Source: an optimization exercise on an open RTL-to-GDS flow (aim: small area). Production flows keep margins and buffers that such runs may drop. In this exercise RTL edits were held to simulation tests only and were not proved equivalent to the original. No activity file was given, so power comes from the tool's default toggle rates.

==> job 8247 <==
==> flow/design.v (excerpt) <==
module riscv_top (
    input  wire        clk,
    input  wire        rst_n,
    input  wire        ext_irq,
    output wire [31:0] pc_out,
    input  wire [31:0] instr_in,
    output wire [31:0] data_addr,
    output wire [31:0] data_wdata,
    output wire [3:0]  data_be,
    output wire        data_re,
    input  wire [31:0] data_rdata
);
clock: 13.0 ns
lec_check: 0
cap_margin: 20
core_margin: 2
core_utilization: 40
cts_buf_list: sky130_fd_sc_hd__clkbuf_8
cts_cluster_diameter: 80
cts_cluster_size: 14
setup_slack_margin: 1.0
slew_margin: 20
synth_hierarchical: 1
run.sh (not shown) runs the stock make flow with config.mk's settings and CLKGATE_MAP_FILE= SYNTH_SCRIPT=/design/flow/synth_recipe.tcl, a recipe that flattens the netlist after the stock synthesis.
==> inputs of job 2518, as changes to job 8247 <==
==> flow/flow/run.sh (new file) <==
#!/bin/bash
# Layout with the standard ORFS flow (standard.sh, which also runs the standard
# synthesis unchanged). Only two placement/CTS knobs differ from the standard flow:
#  - ports are buffered with sky130_fd_sc_hd__buf_1 (timing repair upsizes where needed);
#  - the clock tree uses clkbuf_8 with larger sink clusters and no dummy loads.
# make's full output goes to standard_flow.log; ORFS's per-step logs are under orfs/logs/.
set -euo pipefail
export BUFFER_PORTS_ARGS="-buffer_cell sky130_fd_sc_hd__buf_1"
export CTS_ARGS="-sink_clustering_enable -repair_clock_nets -buf_list sky130_fd_sc_hd__clkbuf_8 -sink_clustering_size 14 -sink_clustering_max_diameter 80 -dont_use_dummy_load"
bash standard.sh > standard_flow.log 2>&1
==> flow/standard.sh (new file) <==
#!/bin/bash
# synth_recipe.tcl (not shown) runs the flow's synth.tcl, then flattens the netlist and writes it again
# the make line also repeats each setting of config.mk as NAME=value (left out here)
make -C /OpenROAD-flow-scripts/flow DESIGN_CONFIG=/design/flow/config.mk WORK_HOME=/design/flow/orfs CLKGATE_MAP_FILE= SYNTH_SCRIPT=/design/flow/synth_recipe.tcl "${@:-finish}"
- CTS_BUF_LIST: sky130_fd_sc_hd__clkbuf_8 -> not set
- CTS_CLUSTER_DIAMETER: 80 -> not set
- CTS_CLUSTER_SIZE: 14 -> not set
removed: flow/run.sh
==> inputs of job 4081, as changes to job 8247 <==
==> flow/flow/run.sh (new file) <==
#!/bin/bash
# Layout with the standard ORFS flow (standard.sh, which also runs the standard
# synthesis unchanged). Only two placement/CTS knobs differ from the standard flow:
#  - ports are buffered with sky130_fd_sc_hd__buf_1 (timing repair upsizes where needed);
#  - the clock tree uses clkbuf_8 with larger sink clusters and no dummy loads.
# make's full output goes to standard_flow.log; ORFS's per-step logs are under orfs/logs/.
set -euo pipefail
export BUFFER_PORTS_ARGS="-buffer_cell sky130_fd_sc_hd__buf_1"
export CTS_ARGS="-sink_clustering_enable -repair_clock_nets -buf_list sky130_fd_sc_hd__clkbuf_8 -sink_clustering_size 14 -sink_clustering_max_diameter 80 -dont_use_dummy_load"
bash standard.sh > standard_flow.log 2>&1
==> flow/standard.sh (new file) <==
#!/bin/bash
# synth_recipe.tcl (not shown) runs the flow's synth.tcl, then flattens the netlist and writes it again
# the make line also repeats each setting of config.mk as NAME=value (left out here)
make -C /OpenROAD-flow-scripts/flow DESIGN_CONFIG=/design/flow/config.mk WORK_HOME=/design/flow/orfs CLKGATE_MAP_FILE= SYNTH_SCRIPT=/design/flow/synth_recipe.tcl "${@:-finish}"
- CORE_UTILIZATION: 40 -> 50
- CTS_BUF_LIST: sky130_fd_sc_hd__clkbuf_8 -> not set
- CTS_CLUSTER_DIAMETER: 80 -> not set
- CTS_CLUSTER_SIZE: 14 -> not set
- PLACE_DENSITY: not set -> 0.65
removed: flow/run.sh
==> results.yml <==
power:
  p_comb_mw: 0.661
global_route:
  grt_max_degree: 79
layout:
  fillers: 11290
  multi_input_area_share_pct: 50.39
  multi_input_area_sq_um: 34950
  fin_cells: 7878
  fin_nets: 6467
  area_delta_synth_final_pct: 7.901
clock_network:
  path_clk_slew_ns: 0.10
critical_path:
  crit_fanout: 22
  worst-path-buf-inv: 4
floorplan:
  rows: 131
  fp.dieH_microns: 362.6
hold_path:
  hp-start: "mtvec[31]$_DFF_P_"
status:
  status: "no timing/DRC/antenna violations"
timing:
  max_slew_margin_pct: 2.942
  holdWs_ns: 0.4306
-- figures above: job 4081

==> results.yml <==
layout:
  multi_input_area_sq_um: 35060
  fin_cells: 8258
  multi_input_area_share_pct: 50.31
  area_delta_synth_final_pct: 8.420
clock_network:
  path_clk_slew_ns: 0.05
status:
  status: "no timing/DRC/antenna violations"
critical_path:
  crit_fanout: 17
power:
  p_comb_mw: 0.655
floorplan:
  rows: 147
-- figures above: job 2518

==> results.yml <==
status:
  status: "no timing/DRC/antenna violations"
layout:
  multi_input_area_sq_um: 35120
  fin_cells: 8345
  area_delta_synth_final_pct: 11.24
  fillers: 15150
  fin_nets: 6496
clock_network:
  path_clk_slew_ns: 0.09
floorplan:
  fp.dieH_microns: 404.9
-- figures above: job 8247

[what the ideal ports hide]
The flow's constraints put no driver on any port. The routed layouts listed below were extracted and timed again, unchanged, in two steps. Step 1 (the two cells are an assumption about what drives the block):
set clk [get_ports {clk}]
set_driving_cell -lib_cell sky130_fd_sc_hd__clkbuf_16 $clk
set_driving_cell -lib_cell sky130_fd_sc_hd__buf_2 [delete_from_list [all_inputs] $clk]
Step 2 also shifts input and output timing later by t, the mid clock arrival at the registers, as if the neighbouring blocks saw the same clock. Slacks: ideal ports / drivers / drivers and shift; pairs: ideal ports / drivers.
run	shift t [ns]	setup slack, ns	worst slew at a driven data input, ns
job 8247	1.030	0.980 / 0.955 / 0.285	0.19
job 2518	0.965	1.010 / 0.986 / 0.537	0.26
job 4081	0.926	0.929 / 0.887 / 0.419	0.18
After both steps setup and hold are still met in every run listed. The setup slack of job 8247, which loses most, moves by -0.025 ns with the drivers and by -0.695 ns with both steps.
